From an optimization exercise on the open Yosys and OpenROAD flow, aimed at small area; shortcuts taken in it are not production practice. In this exercise RTL edits were held to simulation tests only and were not proved equivalent to the original. Power figures rest on the tool's default switching activity, not on a simulated workload.

[design.v]
module ktoi(Ncbps,k,i);
	input wire [6:0]Ncbps;  
	input wire [6:0]k;
	output reg [7:0]i;
	always@(*)
	begin
		if (Ncbps == 7'd48)
		begin
			i = (4'd3)*(k%(5'd16)) + (k >> 4);
		end
		else if (Ncbps == 7'd96)
		begin
			i = (4'd6)*(k%(5'd16)) + (k >> 4);
		end
		else  
			i = 8'b0;
	end
endmodule
module itok(Ncbps,i,k);
	input wire [6:0]Ncbps;  
	input wire [6:0]i;
	output reg [6:0]k;  
	always@(*)
	begin
		if (Ncbps == 7'd48)
		begin
			k = (i<<4) - 47*((i<<4)/48);
		end
		else if (Ncbps == 7'd96)
		begin
			k = (i<<4) - 95*((i<<4)/96);
		end
		else  
			k = 8'b0;
	end
endmodule
module interleaver(
    input wire clk,
    input wire [11:0] c,
    input wire in,
    output reg out
    );
	reg [7:0] s0_1;
	reg [7:0] s0_2;
	wire s0_o1 = s0_1[7];
	wire s0_o2 = s0_2[7];
	wire s0_i1 = c[0] ? in : s0_o1;
	wire s0_i2 = c[1] ? in : s0_o2;
	wire s0_y = c[0] ? s0_o1 : c[1] ? s0_o2 : in;
	always @(posedge clk) s0_1 <= {s0_1[6:0], s0_i1};
	always @(posedge clk) s0_2 <= {s0_2[6:0], s0_i2};
	reg [3:0] s1_1;
	reg [3:0] s1_2;
	wire s1_o1 = s1_1[3];
	wire s1_o2 = s1_2[3];
	wire s1_i1 = c[2] ? s0_y : s1_o1;
	wire s1_i2 = c[3] ? s0_y : s1_o2;
	wire s1_y = c[2] ? s1_o1 : c[3] ? s1_o2 : s0_y;
	always @(posedge clk) s1_1 <= {s1_1[2:0], s1_i1};
	always @(posedge clk) s1_2 <= {s1_2[2:0], s1_i2};
	reg [1:0] s2_1;
	reg [1:0] s2_2;
	wire s2_o1 = s2_1[1];
	wire s2_o2 = s2_2[1];
	wire s2_i1 = c[4] ? s1_y : s2_o1;
	wire s2_i2 = c[5] ? s1_y : s2_o2;
	wire s2_y = c[4] ? s2_o1 : c[5] ? s2_o2 : s1_y;
	always @(posedge clk) s2_1 <= {s2_1[0:0], s2_i1};
	always @(posedge clk) s2_2 <= {s2_2[0:0], s2_i2};
	reg [0:0] s3_1;
	reg [0:0] s3_2;
	wire s3_o1 = s3_1[0];
	wire s3_o2 = s3_2[0];
	wire s3_i1 = c[6] ? s2_y : s3_o1;
	wire s3_i2 = c[7] ? s2_y : s3_o2;
	wire s3_y = c[6] ? s3_o1 : c[7] ? s3_o2 : s2_y;
	always @(posedge clk) s3_1 <= s3_i1;
	always @(posedge clk) s3_2 <= s3_i2;
	reg [17:0] p4;
	always @(posedge clk) p4 <= {p4[16:0], s3_y};
	reg [23:0] s5_1;
	wire s5_o1 = s5_1[23];
	wire s5_i1 = c[8] ? s5_o1 : p4[17];
	wire s5_y = c[8] ? p4[17] : s5_o1;
	always @(posedge clk) s5_1 <= {s5_1[22:0], s5_i1};
	reg [11:0] s6_1;
	wire s6_o1 = s6_1[11];
	wire s6_i1 = c[9] ? s6_o1 : s5_y;
	wire s6_y = c[9] ? s5_y : s6_o1;
	always @(posedge clk) s6_1 <= {s6_1[10:0], s6_i1};
	reg [5:0] s7_1;
	wire s7_o1 = s7_1[5];
	wire s7_i1 = c[10] ? s7_o1 : s6_y;
	wire s7_y = c[10] ? s6_y : s7_o1;
	always @(posedge clk) s7_1 <= {s7_1[4:0], s7_i1};
	reg [2:0] s8_1;
	wire s8_o1 = s8_1[2];
	wire s8_i1 = c[11] ? s8_o1 : s7_y;
	wire s8_y = c[11] ? s7_y : s8_o1;
	always @(posedge clk) s8_1 <= {s8_1[1:0], s8_i1};
	reg [2:0] p9;
	always @(posedge clk) p9 <= {p9[1:0], s8_y};
	always @(posedge clk) out <= p9[2];
endmodule
module deinterleaver(
    input wire clk,
    input wire [11:0] c,
    input wire in,
    output reg out
    );
	reg [2:0] p0;
	always @(posedge clk) p0 <= {p0[1:0], in};
	reg [2:0] s1_1;
	wire s1_o1 = s1_1[2];
	wire s1_i1 = c[0] ? s1_o1 : p0[2];
	wire s1_y = c[0] ? p0[2] : s1_o1;
	always @(posedge clk) s1_1 <= {s1_1[1:0], s1_i1};
	reg [5:0] s2_1;
	wire s2_o1 = s2_1[5];
	wire s2_i1 = c[1] ? s2_o1 : s1_y;
	wire s2_y = c[1] ? s1_y : s2_o1;
	always @(posedge clk) s2_1 <= {s2_1[4:0], s2_i1};
	reg [11:0] s3_1;
	wire s3_o1 = s3_1[11];
	wire s3_i1 = c[2] ? s3_o1 : s2_y;
	wire s3_y = c[2] ? s2_y : s3_o1;
	always @(posedge clk) s3_1 <= {s3_1[10:0], s3_i1};
	reg [23:0] s4_1;
	wire s4_o1 = s4_1[23];
	wire s4_i1 = c[3] ? s4_o1 : s3_y;
	wire s4_y = c[3] ? s3_y : s4_o1;
	always @(posedge clk) s4_1 <= {s4_1[22:0], s4_i1};
	reg [5:0] p5;
	always @(posedge clk) p5 <= {p5[4:0], s4_y};
	reg [0:0] s6_1;
	reg [0:0] s6_2;
	wire s6_o1 = s6_1[0];
	wire s6_o2 = s6_2[0];
	wire s6_i1 = c[4] ? p5[5] : s6_o1;
	wire s6_i2 = c[5] ? p5[5] : s6_o2;
	wire s6_y = c[4] ? s6_o1 : c[5] ? s6_o2 : p5[5];
	always @(posedge clk) s6_1 <= s6_i1;
	always @(posedge clk) s6_2 <= s6_i2;
	reg [1:0] s7_1;
	reg [1:0] s7_2;
	wire s7_o1 = s7_1[1];
	wire s7_o2 = s7_2[1];
	wire s7_i1 = c[6] ? s6_y : s7_o1;
	wire s7_i2 = c[7] ? s6_y : s7_o2;
	wire s7_y = c[6] ? s7_o1 : c[7] ? s7_o2 : s6_y;
	always @(posedge clk) s7_1 <= {s7_1[0:0], s7_i1};
	always @(posedge clk) s7_2 <= {s7_2[0:0], s7_i2};
	reg [3:0] s8_1;
	reg [3:0] s8_2;
	wire s8_o1 = s8_1[3];
	wire s8_o2 = s8_2[3];
	wire s8_i1 = c[8] ? s7_y : s8_o1;
	wire s8_i2 = c[9] ? s7_y : s8_o2;
	wire s8_y = c[8] ? s8_o1 : c[9] ? s8_o2 : s7_y;
	always @(posedge clk) s8_1 <= {s8_1[2:0], s8_i1};
	always @(posedge clk) s8_2 <= {s8_2[2:0], s8_i2};
	reg [7:0] s9_1;
	reg [7:0] s9_2;
	wire s9_o1 = s9_1[7];
	wire s9_o2 = s9_2[7];
	wire s9_i1 = c[10] ? s8_y : s9_o1;
	wire s9_i2 = c[11] ? s8_y : s9_o2;
	wire s9_y = c[10] ? s9_o1 : c[11] ? s9_o2 : s8_y;
	always @(posedge clk) s9_1 <= {s9_1[6:0], s9_i1};
	always @(posedge clk) s9_2 <= {s9_2[6:0], s9_i2};
	reg [11:0] p10;
	always @(posedge clk) p10 <= {p10[10:0], s9_y};
	always @(posedge clk) out <= p10[11];
endmodule
module wlan_interleaver_top(
    input wire clk,
    input wire reset,
    input wire il_in,
    output wire il_out,
    input wire dil_in,
    output wire dil_out
    );
	reg [4:0] B;
	reg [1:0] e;
	always @(posedge clk or negedge reset)
	begin
		if (!reset)
		begin
			B <= 5'd0;
			e <= 2'd1;
		end
		else if (e == 2'd3)
		begin
			B <= B ^ {&B[3:0], &B[2:0], &B[1:0], B[0], 1'b1};
			e <= 2'd1;
		end
		else if (e == 2'd1)
			e <= 2'd2;
		else
			e <= 2'd3;
	end
	reg sig_dl, sig_il;
	always @(posedge clk or negedge reset)
	begin
		if (!reset)
		begin
			sig_dl <= 1'b1;
			sig_il <= 1'b1;
		end
		else
		begin
			if (B[4])
				sig_dl <= 1'b0;
			if (!sig_dl && B[0] && B[2] && B[3] && !B[4])
				sig_il <= 1'b0;
		end
	end
	wire il_a0 = ({e[1], e[0], B[3], B[2], B[1], B[0]} == 6'b000000) | ({e[1], e[0], B[3], B[2], B[1], B[0]} == 6'b100000) | ({e[1], e[0], B[3], B[2], B[1], B[0]} == 6'b010000) | ({e[1], e[0], B[3], B[2], B[1], B[0]} == 6'b110000) | ({e[1], e[0], B[3], B[2], B[1], B[0]} == 6'b001000) | ({e[1], e[0], B[3], B[2], B[1], B[0]} == 6'b101000) | ({e[1], e[0], B[3], B[2], B[1], B[0]} == 6'b011000) | ({e[1], e[0], B[3], B[2], B[1], B[0]} == 6'b111000) | ({e[1], e[0], B[3], B[2], B[1], B[0]} == 6'b000010) | ({e[1], e[0], B[3], B[2], B[1], B[0]} == 6'b100010) | ({e[1], e[0], B[3], B[2], B[1], B[0]} == 6'b010010) | ({e[1], e[0], B[3], B[2], B[1], B[0]} == 6'b001010) | ({e[1], e[0], B[3], B[2], B[1], B[0]} == 6'b101010) | ({e[1], e[0], B[3], B[2], B[1], B[0]} == 6'b011010) | ({e[1], e[0], B[3], B[2], B[1], B[0]} == 6'b000110) | ({e[1], e[0], B[3], B[2], B[1], B[0]} == 6'b100110) | ({e[1], e[0], B[3], B[2], B[1], B[0]} == 6'b010110) | ({e[1], e[0], B[3], B[2], B[1], B[0]} == 6'b110110) | ({e[1], e[0], B[3], B[2], B[1], B[0]} == 6'b000001) | ({e[1], e[0], B[3], B[2], B[1], B[0]} == 6'b100001) | ({e[1], e[0], B[3], B[2], B[1], B[0]} == 6'b010001) | ({e[1], e[0], B[3], B[2], B[1], B[0]} == 6'b110001) | ({e[1], e[0], B[3], B[2], B[1], B[0]} == 6'b001001) | ({e[1], e[0], B[3], B[2], B[1], B[0]} == 6'b101001) | ({e[1], e[0], B[3], B[2], B[1], B[0]} == 6'b011001) | ({e[1], e[0], B[3], B[2], B[1], B[0]} == 6'b111001) | ({e[1], e[0], B[3], B[2], B[1], B[0]} == 6'b100101) | ({e[1], e[0], B[3], B[2], B[1], B[0]} == 6'b110101) | ({e[1], e[0], B[3], B[2], B[1], B[0]} == 6'b000111) | ({e[1], e[0], B[3], B[2], B[1], B[0]} == 6'b100111) | ({e[1], e[0], B[3], B[2], B[1], B[0]} == 6'b010111) | ({e[1], e[0], B[3], B[2], B[1], B[0]} == 6'b110111);
	wire il_b0 = ({e[1], e[0], B[3], B[2], B[1], B[0]} == 6'b000100) | ({e[1], e[0], B[3], B[2], B[1], B[0]} == 6'b100100) | ({e[1], e[0], B[3], B[2], B[1], B[0]} == 6'b010100) | ({e[1], e[0], B[3], B[2], B[1], B[0]} == 6'b110100) | ({e[1], e[0], B[3], B[2], B[1], B[0]} == 6'b110010) | ({e[1], e[0], B[3], B[2], B[1], B[0]} == 6'b001110) | ({e[1], e[0], B[3], B[2], B[1], B[0]} == 6'b101110) | ({e[1], e[0], B[3], B[2], B[1], B[0]} == 6'b011110) | ({e[1], e[0], B[3], B[2], B[1], B[0]} == 6'b111110) | ({e[1], e[0], B[3], B[2], B[1], B[0]} == 6'b000101) | ({e[1], e[0], B[3], B[2], B[1], B[0]} == 6'b010101) | ({e[1], e[0], B[3], B[2], B[1], B[0]} == 6'b101101) | ({e[1], e[0], B[3], B[2], B[1], B[0]} == 6'b111101) | ({e[1], e[0], B[3], B[2], B[1], B[0]} == 6'b000011) | ({e[1], e[0], B[3], B[2], B[1], B[0]} == 6'b100011) | ({e[1], e[0], B[3], B[2], B[1], B[0]} == 6'b010011) | ({e[1], e[0], B[3], B[2], B[1], B[0]} == 6'b110011) | ({e[1], e[0], B[3], B[2], B[1], B[0]} == 6'b001111) | ({e[1], e[0], B[3], B[2], B[1], B[0]} == 6'b101111) | ({e[1], e[0], B[3], B[2], B[1], B[0]} == 6'b011111) | ({e[1], e[0], B[3], B[2], B[1], B[0]} == 6'b111111);
	wire il_a1 = ({e[1], e[0], B[2], B[1], B[0]} == 5'b00000) | ({e[1], e[0], B[2], B[1], B[0]} == 5'b10000) | ({e[1], e[0], B[2], B[1], B[0]} == 5'b01000) | ({e[1], e[0], B[2], B[1], B[0]} == 5'b11000) | ({e[1], e[0], B[2], B[1], B[0]} == 5'b00010) | ({e[1], e[0], B[2], B[1], B[0]} == 5'b10010) | ({e[1], e[0], B[2], B[1], B[0]} == 5'b01010) | ({e[1], e[0], B[2], B[1], B[0]} == 5'b00110) | ({e[1], e[0], B[2], B[1], B[0]} == 5'b10110) | ({e[1], e[0], B[2], B[1], B[0]} == 5'b01110) | ({e[1], e[0], B[2], B[1], B[0]} == 5'b00001) | ({e[1], e[0], B[2], B[1], B[0]} == 5'b10001) | ({e[1], e[0], B[2], B[1], B[0]} == 5'b01001) | ({e[1], e[0], B[2], B[1], B[0]} == 5'b11001) | ({e[1], e[0], B[2], B[1], B[0]} == 5'b10101) | ({e[1], e[0], B[2], B[1], B[0]} == 5'b11101);
	wire il_b1 = ({e[1], e[0], B[2], B[1], B[0]} == 5'b00100) | ({e[1], e[0], B[2], B[1], B[0]} == 5'b10100) | ({e[1], e[0], B[2], B[1], B[0]} == 5'b01100) | ({e[1], e[0], B[2], B[1], B[0]} == 5'b11100) | ({e[1], e[0], B[2], B[1], B[0]} == 5'b11110) | ({e[1], e[0], B[2], B[1], B[0]} == 5'b00101) | ({e[1], e[0], B[2], B[1], B[0]} == 5'b01101) | ({e[1], e[0], B[2], B[1], B[0]} == 5'b00111) | ({e[1], e[0], B[2], B[1], B[0]} == 5'b10111) | ({e[1], e[0], B[2], B[1], B[0]} == 5'b01111) | ({e[1], e[0], B[2], B[1], B[0]} == 5'b11111);
	wire il_a2 = ({e[1], e[0], B[1], B[0]} == 4'b0000) | ({e[1], e[0], B[1], B[0]} == 4'b1000) | ({e[1], e[0], B[1], B[0]} == 4'b0100) | ({e[1], e[0], B[1], B[0]} == 4'b0010) | ({e[1], e[0], B[1], B[0]} == 4'b1010) | ({e[1], e[0], B[1], B[0]} == 4'b0110) | ({e[1], e[0], B[1], B[0]} == 4'b1001) | ({e[1], e[0], B[1], B[0]} == 4'b1101);
	wire il_b2 = ({e[1], e[0], B[1], B[0]} == 4'b1100) | ({e[1], e[0], B[1], B[0]} == 4'b0001) | ({e[1], e[0], B[1], B[0]} == 4'b0101) | ({e[1], e[0], B[1], B[0]} == 4'b1011) | ({e[1], e[0], B[1], B[0]} == 4'b1111);
	wire il_a3 = ({e[1], e[0], B[0]} == 3'b000) | ({e[1], e[0], B[0]} == 3'b100) | ({e[1], e[0], B[0]} == 3'b010) | ({e[1], e[0], B[0]} == 3'b101);
	wire il_b3 = ({e[1], e[0], B[0]} == 3'b001) | ({e[1], e[0], B[0]} == 3'b011) | ({e[1], e[0], B[0]} == 3'b111);
	wire il_w5 = ({B[4], B[3]} == 2'b10);
	wire il_g5 = il_w5 & ~sig_il;
	wire il_w6 = ({B[3], B[2]} == 2'b00);
	wire il_g6 = il_w6 & ~sig_il;
	wire il_w7 = ({B[2], B[1]} == 2'b00);
	wire il_g7 = il_w7 & ~sig_il;
	wire il_w8 = ({B[1], B[0]} == 2'b00);
	wire il_g8 = il_w8 & ~sig_il;
	wire dl_w1 = ({B[1], B[0]} == 2'b11);
	wire dl_g1 = dl_w1 & ~sig_dl;
	wire dl_w2 = ({B[2], B[1]} == 2'b11);
	wire dl_g2 = dl_w2 & ~sig_dl;
	wire dl_w3 = ({B[3], B[2]} == 2'b11);
	wire dl_g3 = dl_w3 & ~sig_dl;
	wire dl_w4 = ({B[4], B[3]} == 2'b01);
	wire dl_g4 = dl_w4 & ~sig_dl;
	wire dl_a6 = ({e[1], e[0], B[0]} == 3'b000) | ({e[1], e[0], B[0]} == 3'b010) | ({e[1], e[0], B[0]} == 3'b110);
	wire dl_b6 = ({e[1], e[0], B[0]} == 3'b100) | ({e[1], e[0], B[0]} == 3'b101) | ({e[1], e[0], B[0]} == 3'b111);
	wire dl_a7 = ({e[1], e[0], B[1], B[0]} == 4'b0000) | ({e[1], e[0], B[1], B[0]} == 4'b1000) | ({e[1], e[0], B[1], B[0]} == 4'b0100) | ({e[1], e[0], B[1], B[0]} == 4'b1110) | ({e[1], e[0], B[1], B[0]} == 4'b0011) | ({e[1], e[0], B[1], B[0]} == 4'b0111);
	wire dl_b7 = ({e[1], e[0], B[1], B[0]} == 4'b0010) | ({e[1], e[0], B[1], B[0]} == 4'b1010) | ({e[1], e[0], B[1], B[0]} == 4'b0110) | ({e[1], e[0], B[1], B[0]} == 4'b1001) | ({e[1], e[0], B[1], B[0]} == 4'b1101) | ({e[1], e[0], B[1], B[0]} == 4'b1011) | ({e[1], e[0], B[1], B[0]} == 4'b1111);
	wire dl_a8 = ({e[1], e[0], B[2], B[1], B[0]} == 5'b00100) | ({e[1], e[0], B[2], B[1], B[0]} == 5'b10100) | ({e[1], e[0], B[2], B[1], B[0]} == 5'b01100) | ({e[1], e[0], B[2], B[1], B[0]} == 5'b11100) | ({e[1], e[0], B[2], B[1], B[0]} == 5'b11110) | ({e[1], e[0], B[2], B[1], B[0]} == 5'b00101) | ({e[1], e[0], B[2], B[1], B[0]} == 5'b01101) | ({e[1], e[0], B[2], B[1], B[0]} == 5'b00111) | ({e[1], e[0], B[2], B[1], B[0]} == 5'b10111) | ({e[1], e[0], B[2], B[1], B[0]} == 5'b01111) | ({e[1], e[0], B[2], B[1], B[0]} == 5'b11111);
	wire dl_b8 = ({e[1], e[0], B[2], B[1], B[0]} == 5'b00010) | ({e[1], e[0], B[2], B[1], B[0]} == 5'b10010) | ({e[1], e[0], B[2], B[1], B[0]} == 5'b01010) | ({e[1], e[0], B[2], B[1], B[0]} == 5'b11010) | ({e[1], e[0], B[2], B[1], B[0]} == 5'b00110) | ({e[1], e[0], B[2], B[1], B[0]} == 5'b10110) | ({e[1], e[0], B[2], B[1], B[0]} == 5'b01110) | ({e[1], e[0], B[2], B[1], B[0]} == 5'b10001) | ({e[1], e[0], B[2], B[1], B[0]} == 5'b11001) | ({e[1], e[0], B[2], B[1], B[0]} == 5'b10101) | ({e[1], e[0], B[2], B[1], B[0]} == 5'b11101) | ({e[1], e[0], B[2], B[1], B[0]} == 5'b00011) | ({e[1], e[0], B[2], B[1], B[0]} == 5'b10011) | ({e[1], e[0], B[2], B[1], B[0]} == 5'b01011) | ({e[1], e[0], B[2], B[1], B[0]} == 5'b11011);
	wire dl_a9 = ({e[1], e[0], B[3], B[2], B[1], B[0]} == 6'b001000) | ({e[1], e[0], B[3], B[2], B[1], B[0]} == 6'b101000) | ({e[1], e[0], B[3], B[2], B[1], B[0]} == 6'b011000) | ({e[1], e[0], B[3], B[2], B[1], B[0]} == 6'b111000) | ({e[1], e[0], B[3], B[2], B[1], B[0]} == 6'b001100) | ({e[1], e[0], B[3], B[2], B[1], B[0]} == 6'b101100) | ({e[1], e[0], B[3], B[2], B[1], B[0]} == 6'b011100) | ({e[1], e[0], B[3], B[2], B[1], B[0]} == 6'b111100) | ({e[1], e[0], B[3], B[2], B[1], B[0]} == 6'b110110) | ({e[1], e[0], B[3], B[2], B[1], B[0]} == 6'b001110) | ({e[1], e[0], B[3], B[2], B[1], B[0]} == 6'b101110) | ({e[1], e[0], B[3], B[2], B[1], B[0]} == 6'b011110) | ({e[1], e[0], B[3], B[2], B[1], B[0]} == 6'b001001) | ({e[1], e[0], B[3], B[2], B[1], B[0]} == 6'b011001) | ({e[1], e[0], B[3], B[2], B[1], B[0]} == 6'b001101) | ({e[1], e[0], B[3], B[2], B[1], B[0]} == 6'b101101) | ({e[1], e[0], B[3], B[2], B[1], B[0]} == 6'b011101) | ({e[1], e[0], B[3], B[2], B[1], B[0]} == 6'b111101) | ({e[1], e[0], B[3], B[2], B[1], B[0]} == 6'b000111) | ({e[1], e[0], B[3], B[2], B[1], B[0]} == 6'b100111) | ({e[1], e[0], B[3], B[2], B[1], B[0]} == 6'b010111) | ({e[1], e[0], B[3], B[2], B[1], B[0]} == 6'b110111);
	wire dl_b9 = ({e[1], e[0], B[3], B[2], B[1], B[0]} == 6'b000100) | ({e[1], e[0], B[3], B[2], B[1], B[0]} == 6'b100100) | ({e[1], e[0], B[3], B[2], B[1], B[0]} == 6'b010100) | ({e[1], e[0], B[3], B[2], B[1], B[0]} == 6'b110100) | ({e[1], e[0], B[3], B[2], B[1], B[0]} == 6'b000010) | ({e[1], e[0], B[3], B[2], B[1], B[0]} == 6'b100010) | ({e[1], e[0], B[3], B[2], B[1], B[0]} == 6'b010010) | ({e[1], e[0], B[3], B[2], B[1], B[0]} == 6'b110010) | ({e[1], e[0], B[3], B[2], B[1], B[0]} == 6'b001010) | ({e[1], e[0], B[3], B[2], B[1], B[0]} == 6'b101010) | ({e[1], e[0], B[3], B[2], B[1], B[0]} == 6'b011010) | ({e[1], e[0], B[3], B[2], B[1], B[0]} == 6'b111010) | ({e[1], e[0], B[3], B[2], B[1], B[0]} == 6'b000110) | ({e[1], e[0], B[3], B[2], B[1], B[0]} == 6'b100110) | ({e[1], e[0], B[3], B[2], B[1], B[0]} == 6'b010110) | ({e[1], e[0], B[3], B[2], B[1], B[0]} == 6'b100001) | ({e[1], e[0], B[3], B[2], B[1], B[0]} == 6'b110001) | ({e[1], e[0], B[3], B[2], B[1], B[0]} == 6'b101001) | ({e[1], e[0], B[3], B[2], B[1], B[0]} == 6'b111001) | ({e[1], e[0], B[3], B[2], B[1], B[0]} == 6'b000101) | ({e[1], e[0], B[3], B[2], B[1], B[0]} == 6'b100101) | ({e[1], e[0], B[3], B[2], B[1], B[0]} == 6'b010101) | ({e[1], e[0], B[3], B[2], B[1], B[0]} == 6'b110101) | ({e[1], e[0], B[3], B[2], B[1], B[0]} == 6'b000011) | ({e[1], e[0], B[3], B[2], B[1], B[0]} == 6'b100011) | ({e[1], e[0], B[3], B[2], B[1], B[0]} == 6'b010011) | ({e[1], e[0], B[3], B[2], B[1], B[0]} == 6'b110011) | ({e[1], e[0], B[3], B[2], B[1], B[0]} == 6'b001011) | ({e[1], e[0], B[3], B[2], B[1], B[0]} == 6'b101011) | ({e[1], e[0], B[3], B[2], B[1], B[0]} == 6'b011011) | ({e[1], e[0], B[3], B[2], B[1], B[0]} == 6'b111011);
	interleaver u_il (
		.clk(clk),
		.c({il_g8, il_g7, il_g6, il_g5, il_b3, il_a3, il_b2, il_a2, il_b1, il_a1, il_b0, il_a0}),
		.in(il_in),
		.out(il_out)
	);
	deinterleaver u_dil (
		.clk(clk),
		.c({dl_b9, dl_a9, dl_b8, dl_a8, dl_b7, dl_a7, dl_b6, dl_a6, dl_g4, dl_g3, dl_g2, dl_g1}),
		.in(dil_in),
		.out(dil_out)
	);
endmodule
[flow/run.sh]
#!/bin/bash
# Own layout flow: the standard layout (standard.sh), run with a copy of
# the ORFS scripts in which only the ABC area script differs (pure area
# mapping, no buffering or gate upsizing for ABC's picosecond-read clock
# period); port buffers are the smallest buffer, and CTS uses clkbuf_4 and
# no dummy loads. Each step's full output goes to a log file here.
set -euo pipefail
W=$(pwd)
rm -rf "$W/own_scripts"
cp -r "$FLOW_HOME/scripts" "$W/own_scripts"
cp "$W/flow/abc_area.script" "$W/own_scripts/abc_area.script"
ARGS=(
  "SCRIPTS_DIR=$W/own_scripts"
  "BUFFER_PORTS_ARGS=-buffer_cell sky130_fd_sc_hd__buf_1"
  "CTS_ARGS=-sink_clustering_enable -repair_clock_nets -sink_clustering_size 10 -sink_clustering_max_diameter 50 -buf_list sky130_fd_sc_hd__clkbuf_4 -dont_use_dummy_load"
)
bash standard.sh "${ARGS[@]}" synth > "$W/log_synth.txt" 2>&1
bash standard.sh "${ARGS[@]}" finish > "$W/log_layout.txt" 2>&1
test -f "$W/out/final.def"
[flow/abc_area.script]
strash
ifraig
scorr
dc2
strash
dch -f
amap
topo
[standard.sh]
#!/bin/bash
# synth_recipe.tcl (not shown) runs the flow's synth.tcl, then flattens the netlist and writes it again
# the make line also repeats each setting of config.mk as NAME=value (left out here)
make -C /OpenROAD-flow-scripts/flow DESIGN_CONFIG=/design/flow/config.mk WORK_HOME=/design/flow/orfs CLKGATE_MAP_FILE= SYNTH_SCRIPT=/design/flow/synth_recipe.tcl "${@:-finish}"
[config.mk]
export PLATFORM = sky130hd
export DESIGN_NAME = wlan_interleaver_top
export DESIGN_NICKNAME = wlan_interleaver_top
export VERILOG_FILES = /design/flow/design.v
export SDC_FILE = /design/flow/constraint.sdc
export NUM_CORES = 4
export LEC_CHECK = 0
export ABC_AREA = 1
export CAP_MARGIN = 20
export CORE_MARGIN = 2
export CORE_UTILIZATION = 40
export CTS_BUF_LIST = sky130_fd_sc_hd__clkbuf_4
export CTS_CLUSTER_DIAMETER = 50
export CTS_CLUSTER_SIZE = 10
export SLEW_MARGIN = 20
[constraint.sdc]
create_clock -name core_clock -period 25.0 [get_ports {clk}]
set_input_delay 5.0000 -clock core_clock [delete_from_list [all_inputs] [get_ports {clk}]]
set_output_delay 5.0000 -clock core_clock [all_outputs]
set_load 0.01 [all_outputs]
==> flow_metrics.env, run 1 <==
export IMPL_outcome="complete, no violations"
export IMPL_fp_coreArea_mm2=0.0121
export IMPL_firstDrtPassIters=4
export IMPL_place_congestion=0.846
export IMPL_root_buffer="clkbuf_4"
export IMPL_synth_seq_cells=203
export IMPL_final_nets=402
export IMPL_vdd_ir_drop_worst_mv=0.0299
export IMPL_cellLeakagePower_nw=2.14
export IMPL_gr_total_overflow=0
export IMPL_cts_buffers=24
export IMPL_yosys_warnings=3
export IMPL_syn_inst=362
export IMPL_syn_cell_area_mm2=0.00495
export IMPL_syn_area_per_cell_um2=13.7
export IMPL_clk_pin_slew_worst_paths_ns=0.10
export IMPL_cts_resized=0
export IMPL_rsz0062_at_grt="false"
export IMPL_crit_start="il_in"
export IMPL_fmax_ghz=0.163
export IMPL_cp_max_fo=3
export IMPL_wl_per_cell_um=10.9
export IMPL_synth_cell_types=24
export IMPL_syn_to_final_growth_pct=8.31
export IMPL_yosys_top_cells_area="dfxtp_1, dfrtp_1, nor2_1, edfxtp_1, a21oi_1"
export IMPL_fin_tns_setup_ns=0
export IMPL_vias=2401
export IMPL_finClkSkew_ns=0.0382
export IMPL_r2r_start="B[0]$_DFFE_PN0P_"
export IMPL_grt_pass1_wl_mm=10.7
export IMPL_die_w_um=115
export IMPL_reg2reg_slack_ns=21.60
export IMPL_final_max_slew_viol_count=0
export IMPL_finalHoldViolations=0
export IMPL_io_buffers=5
export IMPL_fin_crit_sh_pct=24.5
export IMPL_wl_mm=6.09
export IMPL_dieHeight_um=115
export IMPL_power_switching_uw=89.9
export IMPL_insertion_delay_ns=0.58
export IMPL_end_kind="register"
export IMPL_p_int_uw=376
export IMPL_post_route_util_pct=44.5
export IMPL_h_tree_depth=1
export IMPL_synth_flop_cell="dfxtp_1"
export IMPL_hold_slack_ns=0.287
export IMPL_synth_common_cells="dfxtp_1, nor2_1, clkinv_1"
export IMPL_dieArea_mm2=0.0133
export IMPL_holdCritPathClass="reg -> reg"
export IMPL_grt_pass1_vias=2298
export IMPL_cp_start_kind="input port"
export IMPL_track_usage_pct=10.1
export IMPL_drtAntennaViolNets=0
export IMPL_yosys_area_top_type="dfxtp_1"
export IMPL_crit_type="in -> reg"
export IMPL_power_frac_clock_pct=28.2
export IMPL_antenna_found_initial=1
export IMPL_cp_num_buf_inv=2
export IMPL_r2r_end="u_il.p4[0]$_DFF_P_"
export IMPL_period_needed_ns=6.13
export IMPL_combPwrFrac_pct=0.5
export IMPL_finalSetupViolations=0
export IMPL_io_pins=6
export IMPL_initial_core_util_pct=41.1
export IMPL_cts_tree="built"
export IMPL_cp_num_cells=13
export IMPL_synth_top_cell_area_share_pct=76.8
export IMPL_crit_top_cell="nor2_1"
export IMPL_switching_share_pct=19.3
export IMPL_worst_hold_path_num_cells=0
export IMPL_tightest_slew_ns=0.564
export IMPL_hold_buffers=0
export IMPL_grt_start_max_net_pins=12
export IMPL_powerDensity_mw_per_mm2=86.8
export IMPL_synthArstFlopShare_pct=4.43
export IMPL_r2r_cells=15
export IMPL_synth_edf_count=4
export IMPL_cp_data_arrival_time_ns=6.60
export IMPL_slew_headroom_pct=62.4
export IMPL_synth_seq_area_share_pct=83.8
export IMPL_cp_endpoint="u_il.p4[0]$_DFF_P_"
export IMPL_seqPwrFrac_pct=71.3
export IMPL_cp_slowest_cell="o32ai_1"
export IMPL_synth_most_common_cell="dfxtp_1"
export IMPL_drc=0
export IMPL_cts_setup_buffers=0
export IMPL_drive_gt1_share_pct=6.91
export IMPL_slowest_delay_ns=0.36
export IMPL_path_cells="buf_1 > clkinv_1 > nor2_1 > a21oi_1 > nor2_1 > a21oi_1 > nor2_1 > o32ai_1 > nand2_1 > o211ai_1 > o21ai_0 > o22ai_1 > o21ai_0"
export IMPL_maxCapViolations=0
export IMPL_cts_sinks=203
export IMPL_drt_iter0_drc=83
export IMPL_hpwlAfterDp_mm=3.78
export IMPL_num_rows=40
export IMPL_clk_path_buf_depth=3
export IMPL_avgViaCountPerCell=4.29
export IMPL_required_ns=25.47
export IMPL_cpLargestDelayFamily="compound AO/OA/AOI/OAI gates"
export IMPL_synth_nets=371
## how the worst min path moves through the flow
stage | from | to | slack [ns]
CTS | u_dil.s4_1[20]$_DFF_P_ | u_dil.s4_1[21]$_DFF_P_ | 0.29
detailed placement | u_dil.s4_1[20]$_DFF_P_ | u_dil.s4_1[21]$_DFF_P_ | 0.31
floorplan | u_dil.p10[11]$_DFF_P_ | u_dil.out$_DFF_P_ | 0.31
global route | u_dil.s4_1[20]$_DFF_P_ | u_dil.s4_1[21]$_DFF_P_ | 0.29
global placement | u_il.s0_1[2]$_DFF_P_ | u_il.s0_1[3]$_DFF_P_ | 0.31
finish | u_dil.s4_1[20]$_DFF_P_ | u_dil.s4_1[21]$_DFF_P_ | 0.29
## state kept, by name (all words and copies together) (netlist names), 4 cells and up
name,flops
u_il.s1_2,4
u_dil.s2_1,6
u_il.p4,18
u_il.s7_1,6
B,5
u_dil.p10,12
u_dil.s9_1,8
u_dil.s8_1,4
u_il.s0_2,8
u_dil.s4_1,24
u_il.s5_1,24
u_dil.s8_2,4
u_dil.p5,6
u_il.s0_1,8
u_il.s1_1,4
u_dil.s3_1,12
u_dil.s9_2,8
u_il.s6_1,12
## routing by layer
metal	track usage, %	vias up	routed length, um
met4	5.38	0	255
li1	-	1259	-
met1	14.2	1079	3200
met2	13.8	42	2350
met3	3.16	21	281
met5	0	-	0
## cell type report
class / instances / area, um2
Fill cell: 1099 / 6700
Inverter: 28 / 105
Timing Repair Buffer: 5 / 18.8
Sequential cell: 203 / 4150
Clock buffer: 24 / 180
Multi-Input combinational cell: 131 / 697
Antenna cell: 1 / 2.50
Tap cell: 168 / 210
## worst register-to-register path, stage by stage (launching register included)
cell	delay, ns
dfrtp_1	0.50
clkinv_1	0.28
ha_1	0.32
nor3_1	0.34
o32a_1	0.18
o21ai_0	0.18
a21oi_1	0.20
nor2_1	0.06
a21oi_1	0.21
nor2_1	0.06
o32ai_1	0.36
nand2_1	0.09
o211ai_1	0.09
o21ai_0	0.15
o22ai_1	0.18
o21ai_0	0.09
## kinds of logic after synthesis
logic type      Yosys count  share of synthesized area [%]
compound gates           63                           7.58
fa+ha+maj                 5                           1.26
buf+inv                  28                           2.12
flops                   203                           83.8
simple gates             63                           5.23
## cells in the final DEF, fill, tap and decap left out, types with 3 or more instances in the layout
master	count
nor2_1	38
edfxtp_1	4
nor3_1	4
o22ai_1	14
clkinv_1	28
ha_1	5
dfstp_2	3
o21ai_0	15
dfxtp_1	190
or3_1	4
a21oi_1	22
clkbuf_4	24
buf_1	5
dfrtp_1	6
nand2_1	14
## metrics by stage
stage	cell area, um2	cells	total power, mW	worst slack [ns]
after CTS	5360	559	0.475	18.90
after detailed placement	5180	535	0.342	18.26
after floorplan	4950	362	0.341	18.58
after global routing	5370	560	0.489	18.55
final	5370	560	0.466	18.87
after global placement	5180	535	0.342	18.33
## power groups by stage
stage	Sequential (mW)	Combinational [mW]	Clock [mW]
6_report	0.332	0.00225	0.131
5_1_grt	0.333	0.00269	0.153
4_1_cts	0.332	0.00230	0.140
3_5_place_dp	0.340	0.00228	0
3_3_place_gp	0.340	0.00220	0
2_1_floorplan	0.339	0.00150	0
==> run 2, diff against run 1 <==
--- a/flow/run.sh
+++ b/flow/run.sh
@@ -13,5 +13,5 @@
   "SCRIPTS_DIR=$W/own_scripts"
   "BUFFER_PORTS_ARGS=-buffer_cell sky130_fd_sc_hd__buf_1"
-  "CTS_ARGS=-sink_clustering_enable -repair_clock_nets -sink_clustering_size 10 -sink_clustering_max_diameter 50 -buf_list sky130_fd_sc_hd__clkbuf_4 -dont_use_dummy_load"
+  "CTS_ARGS=-sink_clustering_enable -repair_clock_nets -sink_clustering_size 12 -sink_clustering_max_diameter 40 -buf_list sky130_fd_sc_hd__clkbuf_4 -dont_use_dummy_load"
 )
 bash standard.sh "${ARGS[@]}" synth > "$W/log_synth.txt" 2>&1
==> flow/abc_area.script (replaced) <==
strash
dch -f
if -K 4 -a
strash
dch -f
amap
topo
--- a/config.mk
+++ b/config.mk
@@ -9,5 +9,5 @@
 export CAP_MARGIN = 20
 export CORE_MARGIN = 2
-export CORE_UTILIZATION = 40
+export CORE_UTILIZATION = 60
 export CTS_BUF_LIST = sky130_fd_sc_hd__clkbuf_4
 export CTS_CLUSTER_DIAMETER = 50
==> run 2 against run 1 <==
Net effect: still clean on timing, DRC and antenna; critical path depth unchanged; design area fell by 0.86%; sequential share of layout area up 0.67 points; power fell by 1.9%; final cell count down 9.5%; critical endpoint unchanged; die area fell by 32%; synthesized cell count up 3.9%; clock power shrank 7%; count of clock-buffer cells in the layout is 3 lower; largest cell class unchanged; synthesized area rose by 1.1%.
==> flow_metrics.env, run 2 <==
export IMPL_die_w_um=95.4
export IMPL_cts_setup_buffers=0
export IMPL_cts_resized=0
export IMPL_cts_buffers=21
export IMPL_n_fill_cell=646
export IMPL_synth_compound_area_share_pct=8.14
export IMPL_r2r_cells=17
export IMPL_finClkSkew_ns=0.0401
export IMPL_cp_start_kind="input port"
export IMPL_combPwrFrac_pct=0.5
export IMPL_dieHeight_um=95.4
export IMPL_cp_max_fo=3
export IMPL_h_tree_depth=1
export IMPL_cp_num_buf_inv=2
export IMPL_drive_gt1_share_pct=5.97
export IMPL_synth_top_cell_area_share_pct=75.9
export IMPL_fin_tns_setup_ns=0
export IMPL_yosys_top_cells_area="dfxtp_1, nor2_1, dfrtp_1, clkinv_1, edfxtp_1"
export IMPL_dieArea_mm2=0.00910
export IMPL_synth_top_family_by_area="compound AO/OA/AOI/OAI gates"
export IMPL_syn_inst=376
export IMPL_gr_total_overflow=0
export IMPL_end_kind="register"
export IMPL_placed_cell_area_mm2=0.00516
export IMPL_synth_adder_area_share_pct=1.25
export IMPL_syn_to_final_growth_pct=6.17
export IMPL_root_buffer="clkbuf_4"
export IMPL_r2r_end="u_il.p4[0]$_DFF_P_"
export IMPL_finalSetupViolations=0
export IMPL_synth_common_cells="dfxtp_1, nor2_1, clkinv_1"
export IMPL_synth_seq_cells=203
export IMPL_required_ns=25.43
export IMPL_vias=2459
export IMPL_antenna_cells=0
export IMPL_power_frac_clock_pct=26.8
export IMPL_synth_seq_area_share_pct=82.9
export IMPL_syn_area_per_cell_um2=13.3
export IMPL_grt_pass1_wl_mm=10.5
export IMPL_clk_path_buf_depth=3
export IMPL_avgViaCountPerCell=4.85
export IMPL_grt_start_max_net_pins=13
export IMPL_fin_area_mm2=0.00532
export IMPL_cp_slowest_cell="o22ai_1"
export IMPL_num_rows=33
export IMPL_synth_area_mux_share_pct=0
export IMPL_maxCapViolations=0
export IMPL_most_common_layout_cells="dfxtp_1, nor2_1, clkinv_1"
export IMPL_reg2reg_slack_ns=21.40
export IMPL_synth_most_common_cell="dfxtp_1"
export IMPL_drt_iter0_drc=60
export IMPL_io_pins=6
export IMPL_final_max_slew_viol_count=0
export IMPL_crit_top_cell="nor2_1"
export IMPL_yosys_area_top_type="dfxtp_1"
export IMPL_firstDrtPassIters=4
export IMPL_cts_sinks=203
export IMPL_hold_slack_ns=0.286
export IMPL_vdd_ir_drop_worst_mv=0.0585
export IMPL_seqPwrFrac_pct=72.7
export IMPL_fp_coreArea_mm2=0.00818
export IMPL_p_int_uw=371
export IMPL_place_congestion=0.889
export IMPL_synthArstFlopShare_pct=4.43
export IMPL_hold_start="u_il.s1_2[2]$_DFF_P_"
export IMPL_synth_edf_count=4
export IMPL_final_nets=413
export IMPL_synth_cell_types=24
export IMPL_fin_crit_sh_pct=24.1
export IMPL_track_usage_pct=14.8
export IMPL_grt_pass1_vias=2329
export IMPL_power_switching_uw=86.4
export IMPL_antenna_found_initial=0
export IMPL_rsz0062_at_grt="false"
export IMPL_worst_hold_path_num_cells=0
export IMPL_syn_cell_area_mm2=0.00501
export IMPL_synth_nets=385
export IMPL_period_needed_ns=6.02
export IMPL_reg_top3="u_dil.s4_1: 24 flops, u_il.s5_1: 24 flops, u_il.p4: 18 flops"
export IMPL_clk_pin_slew_worst_paths_ns=0.11
export IMPL_cts_tree="built"
export IMPL_drtAntennaViolNets=0
export IMPL_cpLargestDelayFamily="compound AO/OA/AOI/OAI gates"
export IMPL_initial_core_util_pct=61.3
export IMPL_fmax_ghz=0.166
export IMPL_path_cells="buf_1 > clkinv_1 > nor2_1 > a21oi_1 > nor2_1 > a21oi_1 > nor2_1 > a21oi_1 > o22ai_1 > a22oi_1 > o22ai_1 > nor2_1 > o21ai_0"
export IMPL_switching_share_pct=18.9
export IMPL_slowest_delay_ns=0.24
export IMPL_slew_headroom_pct=43.7
export IMPL_cp_data_arrival_time_ns=6.45
export IMPL_outcome="complete, no violations"
export IMPL_powerDensity_mw_per_mm2=85.9
export IMPL_wl_per_cell_um=12.2
export IMPL_tightest_slew_ns=0.842
export IMPL_io_buffers=5
export IMPL_insertion_delay_ns=0.54
export IMPL_wl_mm=6.17
export IMPL_drc=0
export IMPL_hold_buffers=0
export IMPL_cellLeakagePower_nw=2.17
export IMPL_synthXorXnorAreaFrac_pct=0
export IMPL_hpwlAfterDp_mm=3.88
export IMPL_final_common_cell="dfxtp_1"
export IMPL_yosys_area_share_simple_pct=5.27
export IMPL_finalHoldViolations=0
export IMPL_hold_path_end="u_il.s1_2[3]$_DFF_P_"
export IMPL_cp_num_cells=13
export IMPL_holdCritPathClass="reg -> reg"
export IMPL_synth_flop_cell="dfxtp_1"
export IMPL_crit_type="in -> reg"
export IMPL_r2r_start="e[1]$_DFF_PN0_"
export IMPL_yosys_warnings=3
export IMPL_crit_start="il_in"
## run 2: changes by cell type after synthesis, sizes merged, moves of 2 or more
cell	previous run	this run
clkinv	28	33
o21ai	15	20
nor3	4	2
a221oi	2	0
nor2	38	43
a211oi	0	4
a21oi	22	20
## run 2: layer usage
metal	global-route usage (%)	part of all wire [%]	vias to the layer above
met4	5.71	1.8	0
met5	0	0	-
met3	4.03	5.2	10
met2	21.4	40	56
li1	-	-	1287
met1	21.3	53	1106
## run 2: stage by stage
stage	cells	setup slack, ns	total power [mW]	util [%]
floorplan	376	18.76	0.341	-
detailed placement	486	18.46	0.342	63.1
finish	507	18.98	0.457	65.1
global route	507	18.71	0.478	65.1
global placement	486	18.56	0.342	63.1
CTS	507	18.94	0.465	65.1
## run 2: power groups by stage
stage	sequential [mW]	combinational [mW]	clock, mW
finish	0.332	0.00239	0.122
global route	0.333	0.00286	0.142
CTS	0.333	0.00245	0.130
detailed placement	0.340	0.00242	0
global placement	0.340	0.00233	0
floorplan	0.339	0.00165	0
## run 2: final cells by class
type / count / area [um2] / area share, %
Clock buffer: 21 / 158 / 2.96
Inverter: 33 / 124 / 2.33
Multi-Input combinational cell: 140 / 736 / 13.8
Sequential cell: 203 / 4150 / 78.1
Tap cell: 105 / 131 / 2.47
Timing Repair Buffer: 5 / 18.8 / 0.353
## run 2: kinds of logic (layout without fill, tap and decap cells)
group,count (synthesis),count (layout)
buffers and inverters,33,59
flip-flops,203,203
adder cells (fa/ha/maj),5,5
AO/OA/AOI/OAI,69,69
AND/OR/NAND/NOR,66,66
## run 2: worst max-delay path by stage
stage,endpoint,slack [ns]
after floorplan,u_il.p4[0]$_DFF_P_,18.76
after global placement,u_il.p4[0]$_DFF_P_,18.56
after detailed placement,u_il.p4[0]$_DFF_P_,18.46
after CTS,il_out,18.94
after global routing,u_il.p4[0]$_DFF_P_,18.71
final,u_il.p4[0]$_DFF_P_,18.98
## run 2: worst register-to-register path, cell delays in order, from the launching register on
cell and delay (ns):
dfrtp_1 0.44, clkinv_1 0.25, nor2_1 0.59, clkinv_1 0.31, nor2_1 0.28, o21ai_0 0.13, o221ai_1 0.16, nor2_1 0.07
a21oi_1 0.12, nor2_1 0.05, a21oi_1 0.22, nor2_1 0.07, a21oi_1 0.14, o22ai_1 0.12, a22oi_1 0.19, o22ai_1 0.13
nor2_1 0.11, o21ai_0 0.08
==> run 3, diff against run 2 <==
==> flow/abc_area.script (replaced) <==
strash
ifraig
scorr
dc2
strash
dch -f
amap
topo
==> run 3 against run 2 <==
Net effect: worst hold slack better by 0.013 ns; via count is 3.6% lower; design area is 1.1% lower; fmax is 3.2% lower; synthesized area is 1.1% lower; sequential power hardly changed; critical endpoint unchanged; clock skew is 0.0036 ns lower; sequential share of layout area is 0.85 points higher; setup slack worse by 0.20 ns; flip-flop and latch count stayed put; final cell count is 2.8% lower.
==> flow_metrics.env, run 3 <==
export IMPL_clk_pin_slew_worst_paths_ns=0.11
export IMPL_cp_max_fo=3
export IMPL_top_layer_used="met4"
export IMPL_reg2reg_slack_ns=21.64
export IMPL_cts_setup_buffers=0
export IMPL_cts_tree="built"
export IMPL_firstDrtPassIters=4
export IMPL_drtAntennaViolNets=0
export IMPL_final_nets=399
export IMPL_synthArstFlopShare_pct=4.43
export IMPL_synth_common_cells="dfxtp_1, nor2_1, clkinv_1"
export IMPL_clk_path_buf_depth=3
export IMPL_synth_top_cell_area_share_pct=76.8
export IMPL_insertion_delay_ns=0.56
export IMPL_track_usage_pct=15.2
export IMPL_wl_met2_mm=2.53
export IMPL_drc=0
export IMPL_grt_pass1_wl_mm=10.6
export IMPL_fp_coreArea_mm2=0.00809
export IMPL_io_pins=6
export IMPL_r2r_cells=15
export IMPL_cts_resized=0
export IMPL_gr_total_overflow=0
export IMPL_worst_hold_path_num_cells=0
export IMPL_synth_edf_count=4
export IMPL_root_buffer="clkbuf_4"
export IMPL_h_tree_depth=1
export IMPL_dieHeight_um=94.9
export IMPL_fin_cells=493
export IMPL_wl_met3_um=226
export IMPL_drt_iter0_drc=59
export IMPL_wl_mm=6.29
export IMPL_drive_gt1_share_pct=6.19
export IMPL_synth_nets=371
export IMPL_syn_area_per_cell_um2=13.7
export IMPL_fin_tns_setup_ns=0
export IMPL_slew_headroom_pct=63.3
export IMPL_final_max_slew_viol_count=0
export IMPL_syn_inst=362
export IMPL_synth_seq_cells=203
export IMPL_io_buffers=5
export IMPL_end_kind="register"
export IMPL_vias=2371
export IMPL_grt_pass1_vias=2253
export IMPL_yosys_area_top_type="dfxtp_1"
export IMPL_n_fill_cell=637
export IMPL_maxCapViolations=0
export IMPL_syn_to_final_growth_pct=6.21
export IMPL_synth_cell_types=24
export IMPL_avgViaCountPerCell=4.81
export IMPL_rsz0062_at_grt="false"
export IMPL_cp_start_kind="input port"
export IMPL_antenna_found_initial=0
export IMPL_synth_flop_cell="dfxtp_1"
export IMPL_tightest_slew_ns=0.550
export IMPL_grt_start_max_net_pins=13
export IMPL_powerDensity_mw_per_mm2=87.5
export IMPL_fin_crit_sh_pct=24.9
export IMPL_finClkSkew_ns=0.0365
export IMPL_cp_data_arrival_time_ns=6.64
export IMPL_finalHoldViolations=0
export IMPL_hold_slack_ns=0.299
export IMPL_post_route_util_pct=65.0
export IMPL_final_common_cell="dfxtp_1"
export IMPL_syn_cell_area_mm2=0.00495
export IMPL_reg_top3="u_dil.s4_1: 24 flops, u_il.s5_1: 24 flops, u_il.p4: 18 flops"
export IMPL_outcome="complete, no violations"
export IMPL_finalSetupViolations=0
export IMPL_vdd_ir_drop_worst_mv=0.0561
export IMPL_num_rows=33
export IMPL_place_congestion=0.833
export IMPL_cts_sinks=203
export IMPL_hold_buffers=0
export IMPL_antenna_cells=0
export IMPL_wl_per_cell_um=12.8
export IMPL_die_w_um=94.9
export IMPL_most_common_layout_cells="dfxtp_1, nor2_1, clkinv_1"
export IMPL_synth_seq_area_share_pct=83.8
export IMPL_setup_slack_ns=18.79
export IMPL_cts_buffers=21
export IMPL_place_inst=472
export IMPL_fmax_ghz=0.161
export IMPL_holdCritPathClass="reg -> reg"
export IMPL_yosys_warnings=3
export IMPL_met1_length_mm=3.32
export IMPL_cellLeakagePower_nw=2.12
export IMPL_period_needed_ns=6.21
export IMPL_hpwlAfterDp_mm=3.96
export IMPL_place_ws_ns=18.24
export IMPL_synth_most_common_cell="dfxtp_1"
export IMPL_crit_type="in -> reg"
export IMPL_yosys_top_cells_area="dfxtp_1, dfrtp_1, nor2_1, edfxtp_1, a21oi_1"
export IMPL_required_ns=25.43
export IMPL_initial_core_util_pct=61.2
export IMPL_dieArea_mm2=0.00900
==> run 3: per-stage QoR <==
step	cell area (um2)	power (mW)
finish	5260	0.461
global route	5260	0.481
CTS	5260	0.468
detailed placement	5100	0.342
global placement	5100	0.342
floorplan	4950	0.341
==> run 3: cells by family (layout without fill, tap and decap cells) <==
family | count (synthesis) | in the layout | synth area share (%)
DFF | 203 | 203 | 83.8
AOI/OAI and AO/OA | 63 | 63 | 7.58
buffers and inverters | 28 | 54 | 2.12
and+or+nand+nor | 63 | 63 | 5.23
adders and majority gates | 5 | 5 | 1.26
==> run 3: routing by layer <==
metal | vias up | global-route usage [%]
li1 | 1240 | -
met2 | 45 | 22.0
met4 | 0 | 6.28
met1 | 1071 | 21.8
met5 | - | 0
met3 | 15 | 3.99
==> run 3: layout make-up <==
| cell class | instances | area [um2] | area share, % |
|---|---|---|---|
| timing repair buffer | 5 | 18.8 | 0.357 |
| multi-input combinational | 131 | 697 | 13.2 |
| sequential | 203 | 4150 | 78.9 |
| clock buffer | 21 | 158 | 3.00 |
| inverter | 28 | 105 | 2.00 |
| tap | 105 | 131 | 2.50 |
==> run 3: path summary, 6_finish.rpt <==
| path | to | startpoint |
|---|---|---|
| worst max-delay path | u_il.p4[0]$_DFF_P_ | il_in |
| worst min-delay path | u_dil.s7_2[1]$_DFF_P_ | u_dil.s7_2[0]$_DFF_P_ |
| worst max register to register | u_il.p4[0]$_DFF_P_ | B[0]$_DFFE_PN0P_ |
| worst min register to register | u_dil.s7_2[1]$_DFF_P_ | u_dil.s7_2[0]$_DFF_P_ |
| max in group asynchronous | e[0]$_DFF_PN1_ | reset |
| min in group asynchronous | B[2]$_DFFE_PN0P_ | reset |
==> run 3: worst max-delay path, cell delays in order <==
cell	delay (ns)
buf_1	0.08
clkinv_1	0.07
nor2_1	0.05
a21oi_1	0.13
nor2_1	0.05
a21oi_1	0.21
nor2_1	0.07
o32ai_1	0.35
nand2_1	0.10
o211ai_1	0.09
o21ai_0	0.16
o22ai_1	0.20
o21ai_0	0.09
==> run 3: power breakdown <==
group          switching, mW  internal, mW
Sequential           0.00168         0.331
Combinational        0.00130      0.000922
Clock                 0.0870        0.0390
Total                 0.0900         0.371
==> run 4, diff against run 3 <==
--- a/flow/run.sh
+++ b/flow/run.sh
@@ -13,5 +13,5 @@
   "SCRIPTS_DIR=$W/own_scripts"
   "BUFFER_PORTS_ARGS=-buffer_cell sky130_fd_sc_hd__buf_1"
-  "CTS_ARGS=-sink_clustering_enable -repair_clock_nets -sink_clustering_size 12 -sink_clustering_max_diameter 40 -buf_list sky130_fd_sc_hd__clkbuf_4 -dont_use_dummy_load"
+  "CTS_ARGS=-sink_clustering_enable -repair_clock_nets -sink_clustering_size 22 -sink_clustering_max_diameter 50 -buf_list sky130_fd_sc_hd__clkbuf_8 -dont_use_dummy_load"
 )
 bash standard.sh "${ARGS[@]}" synth > "$W/log_synth.txt" 2>&1
==> flow/abc_area.script (replaced) <==
strash
dch -f
if -K 4 -a
strash
dch -f
amap
topo
==> run 4 against run 3 <==
Net effect: design area is 1.8% higher; global-route usage is 0.50 points lower; sequential share of layout area is 1.4 points lower; largest power group unchanged.
==> flow_metrics.env, run 4 <==
export IMPL_syn_area_per_cell_um2=13.3
export IMPL_syn_inst=376
export IMPL_yosys_warnings=3
export IMPL_path_cells="buf_1 > clkinv_1 > nor2_1 > a21oi_1 > nor2_1 > a21oi_1 > nor2_1 > a21oi_1 > o22ai_1 > a22oi_1 > o22ai_1 > nor2_1 > o21ai_0"
export IMPL_drc=0
export IMPL_synth_edf_count=4
export IMPL_outcome="complete, no violations"
export IMPL_cp_max_fo=3
export IMPL_cp_start_kind="input port"
export IMPL_reg_top3="u_dil.s4_1: 24 flops, u_il.s5_1: 24 flops, u_il.p4: 18 flops"
export IMPL_cpLargestDelayFamily="compound AO/OA/AOI/OAI gates"
export IMPL_maxCapViolations=0
export IMPL_wl_met3_um=288
export IMPL_dieHeight_um=95.4
export IMPL_end_kind="register"
export IMPL_final_common_cell="dfxtp_1"
export IMPL_crit_top_cell="nor2_1"
export IMPL_yosys_area_share_simple_pct=5.27
export IMPL_syn_to_final_growth_pct=6.87
export IMPL_dieArea_mm2=0.00910
export IMPL_cp_num_buf_inv=2
export IMPL_tightest_slew_ns=0.834
export IMPL_place_congestion=0.889
export IMPL_drive_gt1_share_pct=4.30
export IMPL_wl_met2_mm=2.41
export IMPL_slew_headroom_pct=44.2
export IMPL_vias=2432
export IMPL_hpwlAfterDp_mm=3.88
export IMPL_gr_total_overflow=0
export IMPL_antenna_cells=0
export IMPL_cp_slowest_cell="o22ai_1"
export IMPL_synth_flop_cell="dfxtp_1"
export IMPL_synth_nets=385
export IMPL_initial_core_util_pct=61.3
export IMPL_synth_adder_area_share_pct=1.25
export IMPL_rsz0062_at_grt="false"
export IMPL_grt_pass1_vias=2240
export IMPL_fmax_ghz=0.164
export IMPL_syn_cell_area_mm2=0.00501
export IMPL_synth_most_common_cell="dfxtp_1"
export IMPL_synth_compound_area_share_pct=8.14
export IMPL_required_ns=25.35
export IMPL_fin_crit_sh_pct=24.4
export IMPL_powerDensity_mw_per_mm2=87.8
export IMPL_vdd_ir_drop_worst_mv=0.0667
export IMPL_track_usage_pct=14.7
export IMPL_final_max_slew_viol_count=0
export IMPL_drtAntennaViolNets=0
export IMPL_finalSetupViolations=0
export IMPL_top_layer_used="met4"
export IMPL_root_buffer="clkbuf_8"
export IMPL_hold_buffers=0
export IMPL_synth_seq_area_share_pct=82.9
export IMPL_grt_pass1_wl_mm=10.4
export IMPL_period_needed_ns=6.09
export IMPL_cp_data_arrival_time_ns=6.44
export IMPL_fp_coreArea_mm2=0.00818
export IMPL_most_common_layout_cells="dfxtp_1, nor2_1, clkinv_1"
export IMPL_synth_seq_cells=203
export IMPL_yosys_top_cells_area="dfxtp_1, nor2_1, dfrtp_1, clkinv_1, edfxtp_1"
export IMPL_seq_area_mm2=0.00415
export IMPL_met1_length_mm=3.29
export IMPL_finalHoldViolations=0
export IMPL_placed_cell_area_mm2=0.00516
export IMPL_grt_start_max_net_pins=23
export IMPL_synth_top_family_by_area="compound AO/OA/AOI/OAI gates"
export IMPL_wl_mm=6.17
export IMPL_fin_tns_setup_ns=0
export IMPL_multi_input_area_um2=736
export IMPL_cts_buffers=14
export IMPL_final_nets=406
export IMPL_yosys_area_top_type="dfxtp_1"
export IMPL_avgViaCountPerCell=4.86
export IMPL_cts_resized=0
export IMPL_n_fill_cell=645
export IMPL_synthArstFlopShare_pct=4.43
export IMPL_synthXorXnorAreaFrac_pct=0
export IMPL_insertion_delay_ns=0.47
export IMPL_crit_type="in -> reg"
export IMPL_drt_iter0_drc=68
export IMPL_firstDrtPassIters=4
export IMPL_synth_cell_types=24
export IMPL_finClkSkew_ns=0.0467
export IMPL_io_pins=6
export IMPL_clk_pin_slew_worst_paths_ns=0.11
export IMPL_io_buffers=5
export IMPL_h_tree_depth=1
export IMPL_fin_area_mm2=0.00536
export IMPL_cts_setup_buffers=0
export IMPL_slowest_delay_ns=0.24
export IMPL_synth_area_mux_share_pct=0
export IMPL_clk_path_buf_depth=3
export IMPL_wl_per_cell_um=12.3
export IMPL_die_w_um=95.4
export IMPL_cts_tree="built"
export IMPL_cellLeakagePower_nw=2.17
export IMPL_cts_sinks=203
export IMPL_holdCritPathClass="reg -> reg"
export IMPL_antenna_found_initial=0
export IMPL_synth_top_cell_area_share_pct=75.9
export IMPL_num_rows=33
export IMPL_synth_common_cells="dfxtp_1, nor2_1, clkinv_1"
[run 4: cell types whose count changed in the layout (fill, tap and decap cells not counted), sizes merged, moves of 2 or more]
cell,change
nor3,-2
a21oi,-2
nor2,+5
a211oi,+4
clkinv,+5
clkbuf,-7
a221oi,-2
o21ai,+5
[run 4: kinds of logic after synthesis]
| logic type | count (synthesis) |
|---|---|
| fa+ha+maj | 5 |
| flops | 203 |
| compound gates | 69 |
| buf+inv | 33 |
| simple gates | 66 |
[run 4: layout make-up]
type | count | area share [%]
clock buffer | 14 | 3.60
inverter | 33 | 2.31
multi-input combinational | 140 | 13.7
sequential | 203 | 77.5
tap | 105 | 2.45
timing repair buffer | 5 | 0.350
[run 4: stage by stage]
step | hold WS (ns) | worst slack, ns | std cells | total power [mW] | util (%)
CTS | 0.295 | 18.92 | 500 | 0.476 | 65.5
floorplan | 0.310 | 18.76 | 376 | 0.341 | -
global placement | 0.310 | 18.56 | 486 | 0.342 | 63.1
global route | 0.291 | 18.62 | 500 | 0.489 | 65.5
detailed placement | 0.312 | 18.46 | 486 | 0.342 | 63.1
finish | 0.293 | 18.91 | 500 | 0.470 | 65.5
[run 4: final timing paths]
kind | start | end | slack (ns) | depth (start not counted)
setup / recovery | il_in | u_il.p4[0]$_DFF_P_ | 18.91 | 13
hold / removal | u_dil.s8_2[0]$_DFF_P_ | u_dil.s8_2[1]$_DFF_P_ | 0.29 | 0
setup reg to reg | e[1]$_DFF_PN0_ | u_il.p4[0]$_DFF_P_ | 21.43 | 17
hold reg to reg | u_dil.s8_2[0]$_DFF_P_ | u_dil.s8_2[1]$_DFF_P_ | 0.29 | 0
max in group asynchronous | reset | sig_il$_DFFE_PN1P_ | 20.14 | 1
min in group asynchronous | reset | B[1]$_DFFE_PN0P_ | 4.46 | 1
[run 4: routing by layer]
layer / GRT usage, % / vias to the layer above
met5: 0 / -
met3: 3.40 / 17
met2: 21.1 / 50
met1: 21.5 / 1104
li1: - / 1261
met4: 6.07 / 0
[run 4: power breakdown]
part           total (mW)  internal (mW)  switching (mW)
Combinational     0.00240       0.000999         0.00140
Clock               0.136         0.0509          0.0847
Sequential          0.332          0.331         0.00173
==> run 5, diff against run 4 <==
--- a/flow/run.sh
+++ b/flow/run.sh
@@ -13,5 +13,5 @@
   "SCRIPTS_DIR=$W/own_scripts"
   "BUFFER_PORTS_ARGS=-buffer_cell sky130_fd_sc_hd__buf_1"
-  "CTS_ARGS=-sink_clustering_enable -repair_clock_nets -sink_clustering_size 22 -sink_clustering_max_diameter 50 -buf_list sky130_fd_sc_hd__clkbuf_8 -dont_use_dummy_load"
+  "CTS_ARGS=-sink_clustering_enable -repair_clock_nets -sink_clustering_size 40 -sink_clustering_max_diameter 80 -buf_list sky130_fd_sc_hd__clkbuf_16 -root_buf sky130_fd_sc_hd__clkbuf_4 -tree_buf sky130_fd_sc_hd__clkbuf_4 -dont_use_dummy_load"
 )
 bash standard.sh "${ARGS[@]}" synth > "$W/log_synth.txt" 2>&1
==> run 5 against run 4 <==
Net effect: critical path depth is 12 lower; global-route usage down 0.32 points; synthesized cell count unchanged; flip-flop and latch count is the same; largest cell class unchanged; first-iteration DRC count is 37% higher; die area did not move; count of clock-buffer cells in the layout shrank 5; critical path type is now reg -> out; sequential power about the same; design area down 0.37%; still clean on timing, DRC and antenna.
==> flow_metrics.env, run 5 <==
export IMPL_io_buffers=5
export IMPL_path_cells="buf_1"
export IMPL_hpwlAfterDp_mm=3.88
export IMPL_firstDrtPassIters=4
export IMPL_tightest_slew_ns=0.841
export IMPL_syn_inst=376
export IMPL_final_common_cell="dfxtp_1"
export IMPL_drt_iter0_drc=93
export IMPL_cts_tree="built"
export IMPL_seq_area_mm2=0.00415
export IMPL_slowest_delay_ns=0.33
export IMPL_synth_nets=385
export IMPL_yosys_area_top_type="dfxtp_1"
export IMPL_hold_slack_ns=0.245
export IMPL_fin_cells=495
export IMPL_antenna_found_initial=0
export IMPL_clk_pin_slew_worst_paths_ns=0.13
export IMPL_seqPwrFrac_pct=71.2
export IMPL_yosys_warnings=3
export IMPL_io_pins=6
export IMPL_r2r_start="e[1]$_DFF_PN0_"
export IMPL_grt_start_max_net_pins=41
export IMPL_end_kind="output pin"
export IMPL_cpLargestDelayFamily="flip-flops"
export IMPL_combPwrFrac_pct=0.5
export IMPL_crit_start="u_il.out$_DFF_P_"
export IMPL_synth_seq_area_share_pct=82.9
export IMPL_yosys_top_cells_area="dfxtp_1, nor2_1, dfrtp_1, clkinv_1, edfxtp_1"
export IMPL_finalSetupViolations=0
export IMPL_initial_core_util_pct=61.3
export IMPL_cp_num_buf_inv=1
export IMPL_gr_total_overflow=0
export IMPL_fin_tns_setup_ns=0
export IMPL_drc=0
export IMPL_synth_seq_cells=203
export IMPL_avgViaCountPerCell=4.84
export IMPL_finalHoldViolations=0
export IMPL_cp_data_arrival_time_ns=1.00
export IMPL_cts_sinks=203
export IMPL_grt_pass1_wl_mm=10.2
export IMPL_num_rows=33
export IMPL_required_ns=20.00
export IMPL_synth_edf_count=4
export IMPL_outcome="complete, no violations"
export IMPL_place_congestion=0.889
export IMPL_final_nets=401
export IMPL_drive_gt1_share_pct=3.08
export IMPL_fmax_ghz=0.167
export IMPL_rsz0062_at_grt="false"
export IMPL_reg2reg_slack_ns=21.45
export IMPL_cp_start_kind="register"
export IMPL_synth_flop_cell="dfxtp_1"
export IMPL_wl_mm=6.12
export IMPL_fin_crit_sh_pct=24.0
export IMPL_hold_buffers=0
export IMPL_vias=2394
export IMPL_dieHeight_um=95.4
export IMPL_power_frac_clock_pct=28.3
export IMPL_vdd_ir_drop_worst_mv=0.0706
export IMPL_finClkSkew_ns=0.0842
export IMPL_switching_share_pct=18.4
export IMPL_synth_top_cell_area_share_pct=75.9
export IMPL_power_uw=467
export IMPL_synth_cell_types=24
export IMPL_most_common_layout_cells="dfxtp_1, nor2_1, clkinv_1"
export IMPL_n_fill_cell=643
export IMPL_syn_cell_area_mm2=0.00501
export IMPL_place_inst=486
export IMPL_root_buffer="clkbuf_4"
export IMPL_cellLeakagePower_nw=2.16
export IMPL_antenna_cells=0
export IMPL_synth_most_common_cell="dfxtp_1"
export IMPL_fp_coreArea_mm2=0.00818
export IMPL_track_usage_pct=14.4
export IMPL_h_tree_depth=1
export IMPL_syn_to_final_growth_pct=6.47
export IMPL_powerDensity_mw_per_mm2=87.6
export IMPL_cts_setup_buffers=0
export IMPL_cts_buffers=9
export IMPL_cts_resized=0
export IMPL_maxCapViolations=0
export IMPL_cp_slowest_cell="dfxtp_1"
export IMPL_final_max_slew_viol_count=0
export IMPL_power_switching_uw=86.1
export IMPL_holdCritPathClass="reg -> reg"
export IMPL_crit_type="reg -> out"
export IMPL_clk_path_buf_depth=3
export IMPL_drtAntennaViolNets=0
export IMPL_insertion_delay_ns=0.54
export IMPL_p_int_uw=381
export IMPL_synthArstFlopShare_pct=4.43
export IMPL_synth_common_cells="dfxtp_1, nor2_1, clkinv_1"
export IMPL_wl_per_cell_um=12.4
export IMPL_grt_pass1_vias=2203
export IMPL_period_needed_ns=6.00
export IMPL_syn_area_per_cell_um2=13.3
export IMPL_die_w_um=95.4
export IMPL_multi_input_area_um2=736
export IMPL_hold_start="u_dil.p0[0]$_DFF_P_"
export IMPL_dieArea_mm2=0.00910
export IMPL_cp_max_fo=1
export IMPL_slew_headroom_pct=43.8
export IMPL_reg_top3="u_dil.s4_1: 24 flops, u_il.s5_1: 24 flops, u_il.p4: 18 flops"
[run 5: cell counts after synthesis]
Identical to the previous run, type by type.
[run 5: power by group through the flow]
stage | clock (mW) | combinational, mW | sequential [mW]
2_1_floorplan | 0 | 0.00165 | 0.339
3_3_place_gp | 0 | 0.00233 | 0.340
3_5_place_dp | 0 | 0.00242 | 0.340
4_1_cts | 0.137 | 0.00245 | 0.333
5_1_grt | 0.147 | 0.00286 | 0.333
6_report | 0.132 | 0.00240 | 0.333
[run 5: cell type report]
cell class / instances / area share, %
Inverter: 33 / 2.32
Sequential cell: 203 / 77.8
Tap cell: 105 / 2.46
Multi-Input combinational cell: 140 / 13.8
Timing Repair Buffer: 5 / 0.352
Clock buffer: 9 / 3.24
[run 5: metal layers]
layer	GRT usage [%]	wire length [um]	vias up
met1	21.3	3320	1086
met4	4.17	138	0
met2	21.4	2440	38
li1	-	-	1259
met3	3.16	223	11
met5	0	0	-
[run 5: through the flow]
stage | cell area [um2] | worst slack, ns | util (%)
after global routing | 5340 | 18.74 | 65.3
final | 5340 | 19.00 | 65.3
after CTS | 5330 | 18.96 | 65.2
after global placement | 5160 | 18.56 | 63.1
after floorplan | 5010 | 18.76 | -
after detailed placement | 5160 | 18.46 | 63.1
[run 5: path summary, 6_finish.rpt]
kind,end,cells after the start
min in group asynchronous,B[1]$_DFFE_PN0P_,1
hold reg to reg,u_dil.p0[1]$_DFF_P_,0
max in group asynchronous,e[0]$_DFF_PN1_,1
hold / removal,u_dil.p0[1]$_DFF_P_,0
setup reg to reg,u_il.p4[0]$_DFF_P_,17
setup / recovery,il_out,1
[run 5: cell families (layout without fill, tap and decap cells)]
logic type | count (synthesis) | after routing | synth area share (%)
adders and majority gates | 5 | 5 | 1.25
AOI/OAI and AO/OA | 69 | 69 | 8.14
buffers and inverters | 33 | 47 | 2.47
and+or+nand+nor | 66 | 66 | 5.27
DFF | 203 | 203 | 82.9

[re-timing with driven ports]
In the flow no input, the clock included, has a driving cell. The finished layouts below were timed again as built, in two steps. Step 1 sets driving cells, clkbuf_16 on the clock port and buf_2 on the other inputs (assumed; they add their load-dependent delay and slew). Step 2 also shifts input and output timing later by t, the mid clock arrival at the registers, as if the neighbouring blocks saw the same clock. Three values: ideal ports, drivers, drivers and shift; two values: the first two.
run | shift t [ns] | slack for setup (ns) | worst setup path after step 2 | latest minus earliest clock arrival (ns) | worst slew at a driven data input, ns
run 1 | 0.588 | 18.867 / 18.885 / 18.297 | input to register | 0.065 / 0.065 | 0.04
run 2 | 0.554 | 18.983 / 18.963 / 18.439 | input to register | 0.040 / 0.040 | 0.03
run 3 | 0.575 | 18.785 / 18.798 / 18.223 | input to register | 0.038 / 0.038 | 0.03
run 4 | 0.483 | 18.911 / 18.922 / 18.440 | input to register | 0.049 / 0.049 | 0.03
run 5 | 0.525 | 18.995 / 18.965 / 18.510 | input to register | 0.084 / 0.085 | 0.03
After both steps setup and hold are still met in every run listed. The setup slack of run 1, which loses most, moves by +0.018 ns with the drivers and by -0.570 ns with both steps.
